What follows belongs to an exercise in optimizing a design on an open flow for small area and a short achievable clock period; a production flow would make more cautious choices.
Only simulation tests tie the RTL to the original design; equivalence was not proved.

==> flow/design.v, too long to show whole: its modules and the start of the top module <==
// module booth2multiplier: 4485 lines
// module fa: 4 lines
// module ha: 4 lines
// module g_a21oi: 1 lines
// module g_inv: 1 lines
// module g_nand2: 1 lines
// module g_nor2: 1 lines
// module g_o21ai: 1 lines
// module g_o22ai: 1 lines
// module g_xnor2: 1 lines
// module g_xor2: 1 lines
module booth2multiplier #(
    parameter bit_width = 32
    )(
    input wire [bit_width-1:0] A,    
    input wire [bit_width-1:0] B,    
    input wire clk, reset_n,
    output wire [2*bit_width-1:0] OUT
);
  // ...
==> flow/flow/run.sh <==
#!/bin/bash
# The standard layout (the standard.sh, all ORFS steps from synthesis to
# finish), except that the port buffers placed before global placement are
# sky130_fd_sc_hd__buf_1 cells instead of the default delay-buffer cell; the
# resizer upsizes them where timing needs it.  Full output in flow_standard.log.
set -euo pipefail
bash standard.sh "BUFFER_PORTS_ARGS=-buffer_cell sky130_fd_sc_hd__buf_1" finish > flow_standard.log 2>&1
==> flow/standard.sh <==
#!/bin/bash
# synth_recipe.tcl (not shown) runs the flow's synth.tcl, then flattens the netlist and writes it again
# the make line also repeats each setting of config.mk as NAME=value (left out here)
make -C /OpenROAD-flow-scripts/flow DESIGN_CONFIG=/design/flow/config.mk WORK_HOME=/design/flow/orfs CLKGATE_MAP_FILE= SYNTH_SCRIPT=/design/flow/synth_recipe.tcl "${@:-finish}"
==> flow/config.mk <==
export PLATFORM = sky130hd
export DESIGN_NAME = booth2multiplier
export DESIGN_NICKNAME = booth2multiplier
export VERILOG_FILES = /design/flow/design.v
export SDC_FILE = /design/flow/constraint.sdc
export NUM_CORES = 4
export LEC_CHECK = 0
export CAP_MARGIN = 20
export CORE_MARGIN = 2
export CORE_UTILIZATION = 45
export SETUP_SLACK_MARGIN = 4.3
export SLEW_MARGIN = 20
export SYNTH_HIERARCHICAL = 1
==> flow/constraint.sdc <==
create_clock -name core_clock -period 13.0 [get_ports {clk}]
set_input_delay 2.6000 -clock core_clock [delete_from_list [all_inputs] [get_ports {clk}]]
set_output_delay 2.6000 -clock core_clock [all_outputs]
set_load 0.01 [all_outputs]
==> impl_metrics.ini, run 1 <==
[placement]
placed_cells = 3154
pre_cts_ws_ns = 2.49
hpwl_mm = 56.1

[sta]
period_needed_ns = 8.47
rsz0062_at_grt = false
fmax_ghz = 0.118

[final_layout]
final_nets = 3107
inverters = 138
final_layout_size_suffix_gt1_share_pct = 10.4
mostFrequentLayoutCells = xnor2_1 (564), o22ai_1 (512), fa_1 (434), inv_1 (129), nand2_1 (126)
largest_reg_flops = 64

[critical_path]
cp_num_cells = 22
cp-end-kind = flip-flop

[routing]
drc = 0
top_layer_used = met5
drt_iter0_drc = 2340
vias = 20269

[run_status]
status = timing/DRC/antenna clean

[clocking]
cts_buffer_depth = 2

[logic_synthesis]
synth_area_leaders = fa_1 (39%), xnor2_1 (23%), o22ai_1 (14%)
synth_area_per_cell_um2 = 9.75
async_reset_ff_share_pct = 0

[global_routing]
grtUsageTotal_pct = 31.6

[die]
die_w_um = 227
==> inputs of run 2 (changes only) <==
--- a/flow/config.mk
+++ b/flow/config.mk
@@ -8,5 +8,5 @@
 export CAP_MARGIN = 20
 export CORE_MARGIN = 2
-export CORE_UTILIZATION = 45
+export CORE_UTILIZATION = 55
 export SETUP_SLACK_MARGIN = 4.3
 export SLEW_MARGIN = 20
==> run 2 against run 1 <==
Final cell count shrank 4.5%. Clock-buffer cell count unchanged. Cell area fell by 0.60%. Sequential cell count unchanged. Maximum frequency up 0.26%. Routed wire length fell by 3.0%. Still clean on timing, DRC and antenna.
==> impl_metrics.ini, run 2 <==
[run_status]
status = timing/DRC/antenna clean

[die]
start_util_pct = 56.0
ioPinCount = 130
core-area_um2 = 40000
rows = 73
die_w_um = 206
die_y_um = 206
die-area_um2 = 42400

[placement]
place.gp.congestion = 0.916
io_buffers = 129
hpwl_mm = 54.6

[logic_synthesis]
synthSimpleGateAreaFrac_pct = 4.44
synthesis.area_um2 = 22400
synth_adder_area_share_pct = 42.2
yosysTopAreaCell = fa_1
ys_seq_elements = 64
synth_area_leaders = fa_1 (39%), xnor2_1 (23%), o22ai_1 (14%)
synth_edf_count = 0
synthMuxAreaShare_pct = 0
syn_nets = 2859
synth_cells = 2298
synth_top_flop_cell = dfxtp_1
synth_common_cells = xnor2_1 (576), o22ai_1 (512), fa_1 (434)
synth_xor_area_share_pct = 27.3
async_reset_ff_share_pct = 0
yosysUniqueCellTypes = 12
synth_compound_area_share_pct = 18.0
synth.most_common_cell = xnor2_1
synth_top_family_by_area = adder cells
synth-seq-area-share_pct = 5.72
synth_area_per_cell_um2 = 9.75
synth_top_area_share_pct = 38.8
synth_warnings = 7

[routing]
ant_nets = 0
wirelength_mm = 77.6
wire_per_inst_um = 25.3
drc = 0
vias = 20157
viasPerCell = 6.57
drt_iter0_drc = 2306
firstDrtPassIters = 6

[final_layout]
final_nets = 3098
fillers = 3412
largest_reg_flops = 64
finish.utilization_pct = 63.3
area_growth_pct = 13.0
ff_latch_area_um2 = 1280
layout_commonest_cell = xnor2_1
mostFrequentLayoutCells = xnor2_1 (563), o22ai_1 (512), fa_1 (434), inv_1 (130), nand2_1 (120)
reg_top3 = ff_out (64)
final_layout_size_suffix_gt1_share_pct = 10.3
multi_input_area_um2 = 21200
regMostFlops = ff_out

[global_routing]
first_global_vias = 20364
grtUsageTotal_pct = 37.5
grt_max_degree = 49
antenna_found_initial = 3
grt_pass1_wl_mm = 120
grt_overflow = 0

[critical_path]
critPathMaxFanout = 32
critPathSlowestCell = fa_1
worstSetupPathType = input pin to flip-flop
cp_cell_sequence = buf_1, buf_12, nand2_1, buf_4, o22ai_1, xnor2_1, fa_1, fa_1, fa_1, fa_1, fa_1, fa_1, ha_1, nor2_1, o21ai_1, a21oi_2, o21ai_1, a21oi_4, o21ai_4, buf_12, a21oi_2, o21ai_1, xor2_1
required_ns = 13.27
cp_slowest_stage_delay_ns = 0.51
crit_path_frequent_cell = fa_1
critical_path.startpoint = reset_n
critPathArrivalTime_ns = 8.71
start_kind = input pin
cp-end-kind = flip-flop

[sta]
hold_viol_final = 0
rsz0062_at_grt = true
slew_violations = 0
worst_pin_slew_ns = 1.14
period_needed_ns = 8.45
fmax_ghz = 0.118
finalSetupViolations = 0
finalSetupTns_ns = 0
fin_crit_sh_pct = 65.0
max-slew-margin-rel_pct = 24.2

[clocking]
path_clk_slew_ns = 0.07
cts_buffer_depth = 2
cts.htree.levels = 3
clkSinkCount = 64
cts_tree = yes
cts_made_buffers = 9
clock-root-buffer = clkbuf_16
hold_buffers = 0

[hold_path]
min-delay-start = B[1]
hold_path.class = input pin to flip-flop

[run]
drv_cap = 0
-- run 2: cell counts after synthesis --
No cell type changed its count.
-- run 2: worst paths after layout --
path | to | cells past startpoint
max | ff_out[57] | 23
min | ff_out[0] | 2
-- run 2: cell type report --
type	instances	area share (%)
well taps	525	2.59
clock buffers	9	0.890
multi-input cells	2096	83.6
clock inverters	6	0.148
diodes	3	0.0297
repair buffers	228	5.55
flip-flops and latches	64	5.06
inverters	138	2.16
-- run 2: layer usage --
layer / track usage, % / wire (um) / vias up / part of all wire (%)
met1: 50.2 / 29900 / 10072 / 39
li1: - / - / 8520 / -
met4: 16.8 / 3210 / 0 / 4.1
met3: 9.29 / 9140 / 234 / 12
met5: 0 / 0 / - / 0
met2: 57.8 / 35300 / 1331 / 46
-- run 2: cells by family after synthesis --
kind of cell | after synthesis
AO/OA/AOI/OAI | 636
XOR/XNOR | 699
adder cells (fa/ha/maj) | 495
buffers and inverters | 138
flip-flops | 64
other | 1
AND/OR/NAND/NOR | 265
-- run 2: Yosys stat by module, one instance, submodules excluded, excerpt --
| module | area [um^2] | times used | cells inside |
|---|---|---|---|
| g_inv | 3.75 | 138 | 1 |
| g_a21oi | 8.76 | 57 | 1 |
| g_xnor2 | 8.76 | 576 | 1 |
| g_o22ai | 6.26 | 512 | 1 |
| ha | 12.5 | 61 | 1 |
| g_o21ai | 5.00 | 67 | 1 |
| g_nand2 | 3.75 | 152 | 1 |
| g_xor2 | 8.76 | 123 | 1 |
| fa | 20.0 | 434 | 1 |
| g_nor2 | 3.75 | 113 | 1 |
-- run 2: per-stage QoR --
step           area, um^2  setup WS (ns)  cells  hold WS, ns
4_1_cts             24600           4.30   3031         2.61
3_3_place_gp        24100           2.34   3008         2.99
5_1_grt             25300           4.28   3068         2.64
2_1_floorplan       22500           4.31   2298         2.69
3_5_place_dp        24100           2.35   3010         2.99
6_report            25300           4.55   3069         2.63
-- run 2: critical path, delay by kind of cell --
| kind | cells | cell delay (ns) |
|---|---|---|
| AO/OA/AOI/OAI | 8 | 1.39 |
| adder cells (fa/ha/maj) | 7 | 3.06 |
| buffers and inverters | 4 | 0.89 |
| AND/OR/NAND/NOR | 2 | 0.23 |
| XOR/XNOR | 2 | 0.49 |
-- run 2: repair_timing --
item / in CTS / in global routing
setup buffers: 6 / 35
hold endpoints to repair: 0 / 0
resized for setup: 55 / 87
setup endpoints to repair: 35 / 33
pin swaps: 4 / 6
==> inputs of run 3 (changes only) <==
--- a/flow/config.mk
+++ b/flow/config.mk
@@ -8,6 +8,6 @@
 export CAP_MARGIN = 20
 export CORE_MARGIN = 2
-export CORE_UTILIZATION = 55
-export SETUP_SLACK_MARGIN = 4.3
+export CORE_UTILIZATION = 45
+export SETUP_SLACK_MARGIN = 4.6
 export SLEW_MARGIN = 20
 export SYNTH_HIERARCHICAL = 1
==> run 3 against run 2 <==
Still clean. Non-clock buffer count grew 45. Utilization shrank 8.9 points. Via count grew 1.3%. Sequential share of layout area shrank 0.26 points. Critical path depth shrank 1. Synthesized cell count is the same. Setup slack gained 0.24 ns. Critical endpoint is now ff_out[61]. Highest routed layer unchanged.
==> impl_metrics.ini, run 3 <==
[sta]
finalSetupTns_ns = 0
slew_violations = 0
rsz0062_at_grt = false
fin_crit_sh_pct = 63.1
fin_hold_ws_ns = 2.62
worst_pin_slew_ns = 0.990
hold_viol_final = 0
period_needed_ns = 8.21
fin_ws_ns = 4.79
finalSetupViolations = 0
max-slew-margin-rel_pct = 34.0
fmax_ghz = 0.122

[global_routing]
first_global_vias = 21110
grt_overflow = 0
antenna_found_initial = 1
grtUsageTotal_pct = 32.3
grt_max_degree = 49
grt_pass1_wl_mm = 125

[final_layout]
largest_reg_flops = 64
regMostFlops = ff_out
mostFrequentLayoutCells = xnor2_1 (544), o22ai_1 (509), fa_1 (434), nand2_1 (119), inv_1 (117)
fillers = 4438
layout_commonest_cell = xnor2_1
finish.utilization_pct = 54.4
area_growth_pct = 19.1
reg_top3 = ff_out (64)
final_layout_size_suffix_gt1_share_pct = 14.0
final_nets = 3143

[routing]
drc = 0
ant_nets = 0
viasPerCell = 6.28
drt_iter0_drc = 2006
vias = 20417
wirelength_mm = 81.7
firstDrtPassIters = 5
wire_per_inst_um = 25.1

[run]
drv_cap = 0

[critical_path]
worstSetupPathType = input pin to flip-flop
critPathSlowestCell = fa_1
cp_slowest_stage_delay_ns = 0.55
critPathMaxFanout = 16
crit_buf_inv = 2
crit_path_frequent_cell = fa_1
required_ns = 13.27
critPathArrivalTime_ns = 8.48
start_kind = input pin
cp_cell_sequence = clkbuf_4, xor2_1, nand2_4, o22ai_2, xnor2_1, fa_1, fa_1, fa_1, fa_1, fa_1, fa_1, ha_1, nor2_1, o21ai_1, a21oi_2, o21ai_1, a21oi_4, o21ai_4, buf_12, a21oi_4, o21ai_1, xor2_1
critical-path-top-delay-family = adder cells
cp-end-kind = flip-flop

[clocking]
cts_tree = yes
cts_made_buffers = 9
clock-root-buffer = clkbuf_16
path_clk_slew_ns = 0.07
cts.htree.levels = 3
clkSinkCount = 64
hold_buffers = 0
cts_buffer_depth = 2

[logic_synthesis]
synth-seq-area-share_pct = 5.72
synth_common_cells = xnor2_1 (576), o22ai_1 (512), fa_1 (434)
synth_top_flop_cell = dfxtp_1
synth_warnings = 7
async_reset_ff_share_pct = 0
ys_seq_elements = 64
synth_top_area_share_pct = 38.8
synthesis.area_um2 = 22400
synth_area_leaders = fa_1 (39%), xnor2_1 (23%), o22ai_1 (14%)
syn_nets = 2859
synth_cells = 2298
synth.most_common_cell = xnor2_1
synth_area_per_cell_um2 = 9.75
yosysUniqueCellTypes = 12
synth_edf_count = 0
yosysTopAreaCell = fa_1

[placement]
place.gp.congestion = 0.915
io_buffers = 129
hpwl_mm = 57.6
pre_cts_ws_ns = 2.41

[die]
core-area_um2 = 49100
die_y_um = 227
ioPinCount = 130
die-area_um2 = 51600
start_util_pct = 45.7
die_w_um = 227
rows = 81

[hold_path]
hold_path.class = input pin to flip-flop

[run_status]
status = timing/DRC/antenna clean
-- run 3: final cells by class --
cell class,instances,area [um^2],area share [%]
Inverter,138,593,2.22
Sequential cell,64,1280,4.80
Clock buffer,9,225,0.844
Tap cell,664,831,3.11
Multi-Input combinational cell,2096,21600,81.0
Timing Repair Buffer,273,2040,7.63
Antenna cell,1,2.50,0.00937
Clock inverter,7,103,0.384
-- run 3: kinds of logic after synthesis --
group	share of synthesized area (%)
xor gates and xnor gates	27.3
AOI/OAI and AO/OA	18.0
adders and majority gates	42.2
and+or+nand+nor	4.44
buffers and inverters	2.31
DFF	5.72
other	0.0167
-- run 3: through the flow --
step | cells | area (um^2)
floorplan | 2298 | 22600
global placement | 3142 | 24300
detailed placement | 3142 | 24300
CTS | 3216 | 25700
global route | 3252 | 26700
finish | 3252 | 26700
-- run 3: Yosys stat by module, one instance, submodules excluded --
module,flip-flops and latches,cells,cell area [um^2]
booth2multiplier,64,65,1280
fa,0,1,20.0
g_a21oi,0,1,8.76
g_inv,0,1,3.75
g_nand2,0,1,3.75
g_nor2,0,1,3.75
g_o21ai,0,1,5.00
g_o22ai,0,1,6.26
g_xnor2,0,1,8.76
g_xor2,0,1,8.76
ha,0,1,12.5
-- run 3: what timing repair did --
action                                  in CTS  in global routing
pin swaps                                   20                  7
resized for setup                          136                128
gates cloned                                 0                  1
endpoints found under the setup margin      40                 28
setup buffers                               58                 31
endpoints found under the hold margin        0                  0
-- run 3: worst paths after layout --
| kind | start | endpoint | slack, ns | cells past startpoint |
|---|---|---|---|---|
| setup / recovery | B[23] | ff_out[61] | 4.79 | 22 |
| hold / removal | B[1] | ff_out[0] | 2.62 | 2 |
-- run 3: routing by layer --
layer | up-vias | global-route usage, % | wire length [um]
li1 | 8621 | - | -
met1 | 10238 | 42.1 | 31500
met2 | 1316 | 49.3 | 36800
met3 | 242 | 9.18 | 9530
met4 | 0 | 15.9 | 3840
met5 | - | 0 | 0
==> inputs of run 4 (changes only) <==
--- a/flow/config.mk
+++ b/flow/config.mk
@@ -9,5 +9,5 @@
 export CORE_MARGIN = 2
 export CORE_UTILIZATION = 45
-export SETUP_SLACK_MARGIN = 4.6
+export SETUP_SLACK_MARGIN = 4.0
 export SLEW_MARGIN = 20
 export SYNTH_HIERARCHICAL = 1
==> run 4 against run 3 <==
Final cell count is 2.2% lower. Setup slack worse by 0.54 ns. Sequential cell count stayed put. Synthesized cell count stayed put. Non-clock buffer count is 70 lower. Die area stayed put. Via count is 2.8% lower. Global-route usage is 1.2 points lower. Highest routed layer is now met5.
==> impl_metrics.ini, run 4 <==
[run_status]
status = timing/DRC/antenna clean

[die]
die_y_um = 227
die-area_um2 = 51600
rows = 81
ioPinCount = 130
die_w_um = 227
core-area_um2 = 49100
start_util_pct = 45.7

[critical_path]
cp-end-kind = flip-flop
endpoint = ff_out[54]
start_kind = input pin
critical_path.startpoint = B[12]
critPathArrivalTime_ns = 9.07
critPathMaxFanout = 17
required_ns = 13.32
worstSetupPathType = input pin to flip-flop

[sta]
finalSetupViolations = 0
period_needed_ns = 8.75
finalSetupTns_ns = 0
fmax_ghz = 0.114
hold_viol_final = 0
slew_violations = 0
fin_crit_sh_pct = 67.3
rsz0062_at_grt = true
worst_pin_slew_ns = 1.15
max-slew-margin-rel_pct = 23.0

[logic_synthesis]
synth_area_leaders = fa_1 (39%), xnor2_1 (23%), o22ai_1 (14%)
syn_nets = 2859
synth_top_flop_cell = dfxtp_1
synth_warnings = 7
synth_area_per_cell_um2 = 9.75
synth_top_area_share_pct = 38.8
yosysTopAreaCell = fa_1
synth_common_cells = xnor2_1 (576), o22ai_1 (512), fa_1 (434)
synth_cells = 2298
synthesis.area_um2 = 22400
yosysUniqueCellTypes = 12
synth_edf_count = 0
synth-seq-area-share_pct = 5.72
ys_seq_elements = 64
synth.most_common_cell = xnor2_1
async_reset_ff_share_pct = 0

[routing]
wire_per_inst_um = 24.6
vias = 19845
wirelength_mm = 78.4
top_layer_used = met5
ant_nets = 0
viasPerCell = 6.24
firstDrtPassIters = 6
drt_iter0_drc = 2345
dr_wl_met3_mm = 9.78
wl_met2_mm = 35.3
drc = 0
wl_met1_mm = 30.3

[final_layout]
largest_reg_flops = 64
finalNonFillerCells = 3182
final_area_um2 = 24800
layout_commonest_cell = xnor2_1
finish.utilization_pct = 50.6
final_layout_size_suffix_gt1_share_pct = 7.83
reg_top3 = ff_out (64)
mostFrequentLayoutCells = xnor2_1 (576), o22ai_1 (512), fa_1 (434), inv_1 (136), nand2_1 (123)
final_nets = 3073
area_growth_pct = 10.7
regMostFlops = ff_out

[global_routing]
first_global_vias = 20533
antenna_found_initial = 2
grt_pass1_wl_mm = 121
grt_overflow = 0
grt_max_degree = 49
grtUsageTotal_pct = 31.0

[hold_path]
min-delay-start = B[1]
hold_path.class = input pin to flip-flop

[clocking]
cts_buffer_depth = 2
clkSinkCount = 64
cts.htree.levels = 3
clock-root-buffer = clkbuf_16
cts_tree = yes
cts_made_buffers = 9
hold_buffers = 0
path_clk_slew_ns = 0.07

[placement]
placed_cells = 3157
place.gp.congestion = 0.939
hpwl_mm = 56.7
io_buffers = 129
postPlaceCellArea_um2 = 24200

[run]
drv_cap = 0
[run 4: cell counts after synthesis]
No cell type changed its count.
[run 4: through the flow]
step | worst slack (ns) | hold slack (ns)
after floorplan | 4.24 | 2.69
after global placement | 2.81 | 2.99
after detailed placement | 2.76 | 2.98
after CTS | 4.02 | 2.54
after global routing | 3.99 | 2.56
final | 4.25 | 2.56
[run 4: timing repair]
action                     CTS  global route
setup buffers                0             7
resized for setup           19            41
pin swaps                    0             3
setup endpoints to repair   28            33
[run 4: cell type report]
cell class,instances,area [um^2]
clock inverter,7,104
antenna,1,2.50
tap,664,831
timing repair buffer,203,1080
inverter,138,526
sequential,64,1280
multi-input combinational,2096,20800
clock buffer,9,225
fill,4578,24200
[run 4: worst min-delay path by stage]
stage | cells after the start | end | slack (ns)
floorplan | 1 | ff_out[0] | 2.69
global placement | 1 | OUT[38] | 2.99
detailed placement | 1 | OUT[27] | 2.98
CTS | 2 | ff_out[0] | 2.54
global route | 2 | ff_out[0] | 2.56
finish | 2 | ff_out[0] | 2.56
[run 4: layer usage]
| metal | GRT usage, % | vias up |
|---|---|---|
| li1 | - | 8460 |
| met1 | 42.0 | 9871 |
| met2 | 47.3 | 1297 |
| met3 | 8.44 | 215 |
| met4 | 12.0 | 2 |
| met5 | 0 | - |
[run 4: kinds of logic after synthesis]
family          count (synthesis)  share of synthesized area (%)
buf+inv                       138                           2.31
flops                          64                           5.72
other cells                     1                         0.0167
fa+ha+maj                     495                           42.2
compound gates                636                           18.0
simple gates                  265                           4.44
xor+xnor                      699                           27.3
[run 4: critical path, cell delays in order]
cell and delay [ns]:
buf_1 0.37, xnor2_1 0.21, buf_4 0.35, nand2_4 0.25, o22ai_1 0.26, xnor2_1 0.13, fa_1 0.49, fa_1 0.46
fa_1 0.46, fa_1 0.41, fa_1 0.51, fa_1 0.42, ha_1 0.33, nor2_1 0.07, nor2_1 0.24, nand2_1 0.14
nor2_1 0.24, nand2_1 0.16, o21ai_4 0.41, a21oi_2 0.16, o21ai_1 0.20, xor2_1 0.17
[run 4: Yosys stat by module (local to each module, per instance)]
module | times used | cells
g_o21ai | 67 | 1
g_inv | 138 | 1
fa | 434 | 1
g_nor2 | 113 | 1
g_xor2 | 123 | 1
g_o22ai | 512 | 1
g_xnor2 | 576 | 1
g_nand2 | 152 | 1
booth2multiplier | 1 | 65
g_a21oi | 57 | 1
ha | 61 | 1

## afterwards: timing with drivers on the ports
How much do the figures lean on ideal ports? The routed layouts below were timed once more, with nothing changed but the port constraints. Step 1: set_driving_cell puts a clkbuf_16 on clk and a buf_2 on each other input, an assumption about the parent block. Step 2 also shifts input and output timing later by t, the mid clock arrival at the registers, as if the neighbouring blocks saw the same clock. Three values: ideal, step 1, step 2; two values: the first two.
| run | shift t [ns] | setup WS [ns] | worst hold slack (ns) | latest minus earliest clock arrival (ns) |
|---|---|---|---|---|
| run 1 | 0.451 | 4.532 / 4.557 / 4.106 | 2.658 / 2.620 / 2.993 | 0.028 / 0.028 |
| run 2 | 0.458 | 4.554 / 4.568 / 4.111 | 2.632 / 2.600 / 2.991 | 0.033 / 0.033 |
| run 3 | 0.454 | 4.791 / 4.794 / 4.341 | 2.619 / 2.608 / 2.997 | 0.026 / 0.025 |
| run 4 | 0.460 | 4.250 / 4.282 / 3.822 | 2.556 / 2.522 / 2.982 | 0.032 / 0.032 |
After both steps setup and hold are still met in every run listed. For run 3, which loses most, drivers alone change the setup slack by +0.003 ns; drivers and shift together by -0.450 ns.
